This is an optimization exercise on Yosys and OpenROAD, whose aim is small area, a short achievable clock period and few clock cycles, not a production implementation.
In this exercise RTL edits were held to simulation tests only and were not proved equivalent to the original.

==> design/flow/design.v <==
module enigma_core (
  input  wire       clk,
  input  wire       rst_n,
  input  wire       ena,
  input  wire [4:0] din,         
  input  wire       confirm,     
  input  wire       reset_btn,   
  output reg  [4:0] dout,
  output reg        valid
);
  function [4:0] ROT3_FWD;
    input [4:0] i;
    begin
      case (i)
        5'd0:  ROT3_FWD = 5'd1;  5'd1:  ROT3_FWD = 5'd3;  5'd2:  ROT3_FWD = 5'd5;  5'd3:  ROT3_FWD = 5'd7;
        5'd4:  ROT3_FWD = 5'd9;  5'd5:  ROT3_FWD = 5'd11; 5'd6:  ROT3_FWD = 5'd2;  5'd7:  ROT3_FWD = 5'd15;
        5'd8:  ROT3_FWD = 5'd17; 5'd9:  ROT3_FWD = 5'd19; 5'd10: ROT3_FWD = 5'd23; 5'd11: ROT3_FWD = 5'd21;
        5'd12: ROT3_FWD = 5'd25; 5'd13: ROT3_FWD = 5'd13; 5'd14: ROT3_FWD = 5'd24; 5'd15: ROT3_FWD = 5'd4;
        5'd16: ROT3_FWD = 5'd8;  5'd17: ROT3_FWD = 5'd22; 5'd18: ROT3_FWD = 5'd6;  5'd19: ROT3_FWD = 5'd0;
        5'd20: ROT3_FWD = 5'd10; 5'd21: ROT3_FWD = 5'd12; 5'd22: ROT3_FWD = 5'd20; 5'd23: ROT3_FWD = 5'd18;
        5'd24: ROT3_FWD = 5'd16; 5'd25: ROT3_FWD = 5'd14;
        default: ROT3_FWD = 5'd0;
      endcase
    end
  endfunction
  function [4:0] ROT1_FWD;
    input [4:0] i;
    begin
      case (i)
        5'd0:  ROT1_FWD = 5'd4;  5'd1:  ROT1_FWD = 5'd10; 5'd2:  ROT1_FWD = 5'd12; 5'd3:  ROT1_FWD = 5'd5;
        5'd4:  ROT1_FWD = 5'd11; 5'd5:  ROT1_FWD = 5'd6;  5'd6:  ROT1_FWD = 5'd3;  5'd7:  ROT1_FWD = 5'd16;
        5'd8:  ROT1_FWD = 5'd21; 5'd9:  ROT1_FWD = 5'd25; 5'd10: ROT1_FWD = 5'd13; 5'd11: ROT1_FWD = 5'd19;
        5'd12: ROT1_FWD = 5'd14; 5'd13: ROT1_FWD = 5'd22; 5'd14: ROT1_FWD = 5'd24; 5'd15: ROT1_FWD = 5'd7;
        5'd16: ROT1_FWD = 5'd23; 5'd17: ROT1_FWD = 5'd20; 5'd18: ROT1_FWD = 5'd18; 5'd19: ROT1_FWD = 5'd15;
        5'd20: ROT1_FWD = 5'd0;  5'd21: ROT1_FWD = 5'd8;  5'd22: ROT1_FWD = 5'd1;  5'd23: ROT1_FWD = 5'd17;
        5'd24: ROT1_FWD = 5'd2;  5'd25: ROT1_FWD = 5'd9;
        default: ROT1_FWD = 5'd0;
      endcase
    end
  endfunction
  function [4:0] ROT4_FWD;
    input [4:0] i;
    begin
      case (i)
        5'd0:  ROT4_FWD = 5'd4;  5'd1:  ROT4_FWD = 5'd18; 5'd2:  ROT4_FWD = 5'd14; 5'd3:  ROT4_FWD = 5'd21;
        5'd4:  ROT4_FWD = 5'd15; 5'd5:  ROT4_FWD = 5'd25; 5'd6:  ROT4_FWD = 5'd9;  5'd7:  ROT4_FWD = 5'd0;
        5'd8:  ROT4_FWD = 5'd24; 5'd9:  ROT4_FWD = 5'd16; 5'd10: ROT4_FWD = 5'd20; 5'd11: ROT4_FWD = 5'd8;
        5'd12: ROT4_FWD = 5'd17; 5'd13: ROT4_FWD = 5'd7;  5'd14: ROT4_FWD = 5'd23; 5'd15: ROT4_FWD = 5'd11;
        5'd16: ROT4_FWD = 5'd13; 5'd17: ROT4_FWD = 5'd5;  5'd18: ROT4_FWD = 5'd19; 5'd19: ROT4_FWD = 5'd6;
        5'd20: ROT4_FWD = 5'd10; 5'd21: ROT4_FWD = 5'd3;  5'd22: ROT4_FWD = 5'd2;  5'd23: ROT4_FWD = 5'd12;
        5'd24: ROT4_FWD = 5'd22; 5'd25: ROT4_FWD = 5'd1;
        default: ROT4_FWD = 5'd0;
      endcase
    end
  endfunction
  function [4:0] UKWB_FWD;
    input [4:0] i;
    begin
      case (i)
        5'd0:  UKWB_FWD = 5'd24; 5'd1:  UKWB_FWD = 5'd17; 5'd2:  UKWB_FWD = 5'd20; 5'd3:  UKWB_FWD = 5'd7;
        5'd4:  UKWB_FWD = 5'd16; 5'd5:  UKWB_FWD = 5'd18; 5'd6:  UKWB_FWD = 5'd11; 5'd7:  UKWB_FWD = 5'd3;
        5'd8:  UKWB_FWD = 5'd15; 5'd9:  UKWB_FWD = 5'd23; 5'd10: UKWB_FWD = 5'd13; 5'd11: UKWB_FWD = 5'd6;
        5'd12: UKWB_FWD = 5'd14; 5'd13: UKWB_FWD = 5'd10; 5'd14: UKWB_FWD = 5'd12; 5'd15: UKWB_FWD = 5'd8;
        5'd16: UKWB_FWD = 5'd4;  5'd17: UKWB_FWD = 5'd1;  5'd18: UKWB_FWD = 5'd5;  5'd19: UKWB_FWD = 5'd25;
        5'd20: UKWB_FWD = 5'd2;  5'd21: UKWB_FWD = 5'd22; 5'd22: UKWB_FWD = 5'd21; 5'd23: UKWB_FWD = 5'd9;
        5'd24: UKWB_FWD = 5'd0;  5'd25: UKWB_FWD = 5'd19;
        default: UKWB_FWD = 5'd0;
      endcase
    end
  endfunction
  localparam [4:0] NOTCH_I   = 5'd16;  
  localparam [4:0] NOTCH_III = 5'd21;  
  reg [4:0] pos_r, pos_m, pos_l;
  reg       busy;
  reg [4:0] din_q;
  wire      notch_r, notch_m;
  reg [4:0] s0, s1, s2, s3, s4, s5, s6, res;
  function [4:0] add26;
    input [5:0] a;
    reg   [5:0] t;
    begin
      t = a;
      if (t >= 6'd26) t = t - 6'd26;   
      add26 = t[4:0];
    end
  endfunction
  function [4:0] rotor_fwd;
    input [4:0] sym;
    input [4:0] pos;
    input [1:0] which;      
    reg   [4:0] idx, o;
    begin
      idx = add26(sym + pos);
      if (which==2'd0)       o = ROT3_FWD(idx);
      else if (which==2'd1)  o = ROT1_FWD(idx);
      else                   o = ROT4_FWD(idx);
      rotor_fwd = add26(o + 6'd26 - pos);
    end
  endfunction
  function [4:0] rotor_inv;
    input [4:0] sym;
    input [4:0] pos;
    input [1:0] which;     
    integer k;
    reg [4:0] tgt, idx;
    begin
      tgt = add26(sym + pos);
      idx = 5'd0;
      if (which==2'd0) begin
        for (k=0;k<26;k=k+1) if (ROT3_FWD(k)==tgt) idx = k;    
      end else if (which==2'd1) begin
        for (k=0;k<26;k=k+1) if (ROT1_FWD(k)==tgt) idx = k;
      end else begin
        for (k=0;k<26;k=k+1) if (ROT4_FWD(k)==tgt) idx = k;
      end
      rotor_inv = add26(idx + 6'd26 - pos);
    end
  endfunction
  function [4:0] refl;
    input [4:0] sym;
    begin
      refl = UKWB_FWD(sym);
    end
  endfunction
  assign notch_r = (pos_r == NOTCH_III);
  assign notch_m = (pos_m == NOTCH_I);
  always @* begin
    s0  = din_q;
    s1  = rotor_fwd(s0, pos_r, 2'd0);
    s2  = rotor_fwd(s1, pos_m, 2'd1);
    s3  = rotor_fwd(s2, pos_l, 2'd2);
    s4  = refl(s3);
    s5  = rotor_inv(s4, pos_l, 2'd2);
    s6  = rotor_inv(s5, pos_m, 2'd1);
    res = rotor_inv(s6, pos_r, 2'd0);
  end
  always @(posedge clk or negedge rst_n) begin
    if (!rst_n) begin
      pos_r <= 5'd12;
      pos_m <= 5'd11;
      pos_l <= 5'd25;
      busy  <= 1'b0;
      valid <= 1'b0;
      dout  <= 5'd0;
      din_q <= 5'd0;
    end else if (ena) begin
      valid <= 1'b0;
      if (reset_btn) begin
        pos_r <= 5'd12; pos_m <= 5'd11; pos_l <= 5'd25;
      end
      if (confirm && !busy && (din < 5'd26)) begin
        busy  <= 1'b1;
        din_q <= din;
        pos_l <= add26(pos_l + (notch_m ? 6'd1 : 6'd0));
        pos_m <= add26(pos_m + ((notch_r || notch_m) ? 6'd1 : 6'd0));
        pos_r <= add26(pos_r + 6'd1);
      end
      if (busy) begin
        dout  <= res;
        valid <= 1'b1;
        busy  <= 1'b0;
      end
    end
  end
endmodule
==> design/flow/run.sh <==
#!/bin/bash
# synth_recipe.tcl (not shown) runs the flow's synth.tcl, then flattens the netlist and writes it again
# the make line also repeats each setting of config.mk as NAME=value (left out here)
make -C /OpenROAD-flow-scripts/flow DESIGN_CONFIG=/design/flow/config.mk WORK_HOME=/design/flow/orfs CLKGATE_MAP_FILE= SYNTH_SCRIPT=/design/flow/synth_recipe.tcl finish
==> design/flow/config.mk <==
export PLATFORM = sky130hd
export DESIGN_NAME = enigma_core
export DESIGN_NICKNAME = enigma_core
export VERILOG_FILES = /design/flow/design.v
export SDC_FILE = /design/flow/constraint.sdc
export NUM_CORES = 4
export LEC_CHECK = 0
export CAP_MARGIN = 20
export CORE_MARGIN = 2
export CORE_UTILIZATION = 40
export SLEW_MARGIN = 20
==> design/flow/constraint.sdc <==
create_clock -name core_clock -period 27.0 [get_ports {clk}]
set_input_delay 5.4000 -clock core_clock [delete_from_list [all_inputs] [get_ports {clk}]]
set_output_delay 5.4000 -clock core_clock [all_outputs]
set_load 0.01 [all_outputs]
==> run notes <==
status timing/DRC/antenna clean; y dimension of the die 140 um; Critical Path RT 27.15 ns; number of global-route vias before repair 5977; leading post-synthesis cells by cell area sky130_fd_sc_hd__ha_1 22%, sky130_fd_sc_hd__dfrtp_1 6.5%, sky130_fd_sc_hd__inv_1 5.9%, sky130_fd_sc_hd__xnor2_1 5.8%, sky130_fd_sc_hd__a21oi_1 4.8%; DRC violation total after the first TritonRoute iteration 297; ANT nets after route 0; layout filler cell count 1813; Setup crit start kind flop; most used cell, CP sky130_fd_sc_hd__ha_1; area share of the largest cell type after synthesis 21.6%; layout cells sized above 1 20.3%; Setup Crit Path Kind flop to flop; Worst Clk Skew 0.00407 ns; number of max-cap violations 0; cell count after placement 1222; met2 routed wirelength 8.31 mm; Hold/Removal Path Class flop to flop; via-per-instance ratio 5.54; area occupied by multi-input gates 6710 um2; Max transition margin 52.7%; port bufs 15; most numerous cell types in the synthesized netlist 127 x sky130_fd_sc_hd__ha_1, 116 x sky130_fd_sc_hd__inv_1, 85 x sky130_fd_sc_hd__nand2_1, 71 x sky130_fd_sc_hd__a21oi_1, 63 x sky130_fd_sc_hd__nor2_1; root buffer selected by CTS sky130_fd_sc_hd__clkbuf_16; final count of negative-setup-slack endpoints 0; final-stage net count 1167; CP Data Arrival Time 25.64 ns; EDFF count, synth 0; total die area 19500 um2; number of distinct library cell variants in the gate-level netlist after synthesis 88; count of inserted antenna diode cells 0; Starting Density 40.8%; first-pass detailed-route iteration total 5; clock tree from TritonCTS built; Top Ports 16; post-synthesis cell area 7350 um2; ratio of final minimum period to clock period 94.4%; Max Root-Sink Buffers 2; total grt overflow 0; standard cell core area 18000 um2; worst slack, placed -0.0198 ns; placed inst area 7980 um2; average cell area after synthesis 7.65 um2; met3 WL 359 um; first-pass GRT wire length 27.5 mm; total wire length 17.2 mm; dominant cell by count in the synthesized netlist sky130_fd_sc_hd__ha_1; H-tree lvl count 1; clock insertion delay at the later pin of the skew report 0.27 ns; remaining routing DRC violations 0; Fin. Hold Viols 0; largest area contributor in the synthesized netlist sky130_fd_sc_hd__ha_1; count of mapped cells out of synthesis 961; Crit. End Element flop; final slew viol count 0; total routing usage reported by global routing 16.1%; async set-reset flop share out of synthesis 100%; number of antenna violations at the first check in global routing 0; register bit count reported by yosys 27; met1 layer wirelength in the final routing 8.43 mm; proportion of synthesized chip area in sequential cells 9.32%; Worst Hold Slack 0.481 ns; top routing layer in use met4; Least-Margin Pin Slew 0.700 ns; maximum clock frequency 39.2 MHz; crit path time final 25.50 ns; total number of yosys warnings 1; half-perimeter wire length of the detailed placement result 12.9 mm; total via count in the routed design 6897; final routed wire length divided by cell count 13.8 um; synthesized netlist net count 1110; largest stage delay on the critical path 0.54 ns; sequential cell area in the final layout 686 um2; most frequently used flop master after synthesis sky130_fd_sc_hd__dfrtp_1; clock sink total 27; largest net degree at the start of global routing 28; Placement Rows 49; clock transition at the registers of the reported paths 0.07 ns; design area 8860 um2; cell with the largest stage delay on the worst path sky130_fd_sc_hd__or4_1; maximum net fanout on the critical path 9; Horiz. Die Dim 140 um; number of clock buffers inserted by TritonCTS 3; global placer's final weighted congestion 0.825; non-filler instance count after layout 1246; worst-case setup margin in the final layout 1.50 ns; growth of design area from synthesis to finish 20.5%
sequential cells by signal, indices dropped and copies added (netlist names):
| signal | flops |
|---|---|
| din_q | 5 |
| dout | 5 |
| pos_l | 5 |
| pos_m | 5 |
| pos_r | 5 |
| busy | 1 |
| valid | 1 |
what timing repair did:
action / in CTS / in global routing
gates cloned: 0 / 0
hold buffers: 0 / 0
pin swaps: 0 / 45
setup endpoints to repair: 4 / 5
buffers inserted: 0 / 20
gates resized for setup: 2 / 128
worst paths after layout:
kind	from	slack [ns]	to	depth (start not counted)
worst max-delay path	pos_r[0]	1.50	dout[3]	137
worst min-delay path	dout[3]	0.48	dout[3]	2
worst max register to register	pos_r[0]	1.50	dout[3]	137
worst min register to register	dout[3]	0.48	dout[3]	2
min in group asynchronous	rst_n	5.50	dout[3]	2
max in group asynchronous	rst_n	21.19	pos_m[3]	2
per-layer routing:
metal / GRT usage (%) / vias to the layer above
met3: 0.516 / 7
met4: 1.63 / 0
met1: 23.3 / 3224
met2: 27.7 / 95
li1: - / 3571
met5: 0 / -
cell type report:
cell class | instances | area share, %
multi-input combinational | 793 | 75.8
sequential | 27 | 7.74
timing repair buffer | 76 | 7.36
inverter | 117 | 4.96
tap | 229 | 3.23
clock buffer | 3 | 0.847
clock inverter | 1 | 0.0989
logic make-up (layout without fill, tap and decap cells):
logic type	after synthesis	in the layout	share of synthesized area [%]
DFF	27	27	9.32
AOI/OAI and AO/OA	294	294	28.0
and+or+nand+nor	256	256	16.9
adders and majority gates	140	140	25.0
buffers and inverters	141	197	7.55
muxes	37	37	5.24
xor gates and xnor gates	66	66	7.96
critical path: cells and delay by family (launching register included):
family	cells	cell delay (ns)
AOI/OAI and AO/OA	48	7.86
adders and majority gates	28	7.31
and+or+nand+nor	18	3.96
xor gates and xnor gates	13	2.38
buffers and inverters	22	1.80
muxes	8	1.67
DFF	1	0.38
metrics by stage:
stage | setup TNS [ns] | util [%]
floorplan | 0 | -
global placement | 0 | 44.3
detailed placement | -0.0198 | 44.3
CTS | 0 | 44.8
global route | -1.09 | 49.2
finish | 0 | 49.2
placed cells by master (no fill, tap or decap), types with 10 or more instances in the layout:
cell type,n
sky130_fd_sc_hd__ha_1,119
sky130_fd_sc_hd__inv_1,113
sky130_fd_sc_hd__nand2_1,84
sky130_fd_sc_hd__nor2_1,60
sky130_fd_sc_hd__a21oi_1,58
sky130_fd_sc_hd__buf_4,54
sky130_fd_sc_hd__o21ai_0,41
sky130_fd_sc_hd__xnor2_1,36
sky130_fd_sc_hd__a21o_1,24
sky130_fd_sc_hd__mux2i_1,22
sky130_fd_sc_hd__nand3_1,22
sky130_fd_sc_hd__dfrtp_1,19
sky130_fd_sc_hd__clkdlybuf4s50_1,15
sky130_fd_sc_hd__a21oi_2,14
sky130_fd_sc_hd__xnor2_2,13
sky130_fd_sc_hd__nor2b_1,12
sky130_fd_sc_hd__mux2_2,10
sky130_fd_sc_hd__o211ai_1,10
sky130_fd_sc_hd__xor2_1,10
sky130_fd_sc_hd__o22ai_1,10
Testbench counts, summed over its fixed seeds: cycles 32,000.

==> re-timing with driven ports <==
The results above use ideal ports. As a check the final layout listed here was re-extracted and re-timed, cells and wires unchanged.
Step 1 sets driving cells, clkbuf_16 on the clock port and buf_2 on the other inputs (assumed; they add their load-dependent delay and slew).
Step 2 moves the port delays by t, midway between the first and last clock arrival at a register: inputs arrive t later, outputs are due t later. That takes back most of the time a late clock gives input paths.
Slacks: ideal / step 1 / step 2; pairs: ideal / step 1.
shift t [ns]: 0.295
slack for setup (ns): 1.502 / 1.502 / 1.502
clock arrival spread, ns: 0.005 / 0.004
After both steps setup and hold are still met in this run. For this run, drivers alone change the setup slack by 0.000 ns; drivers and shift together by 0.000 ns.
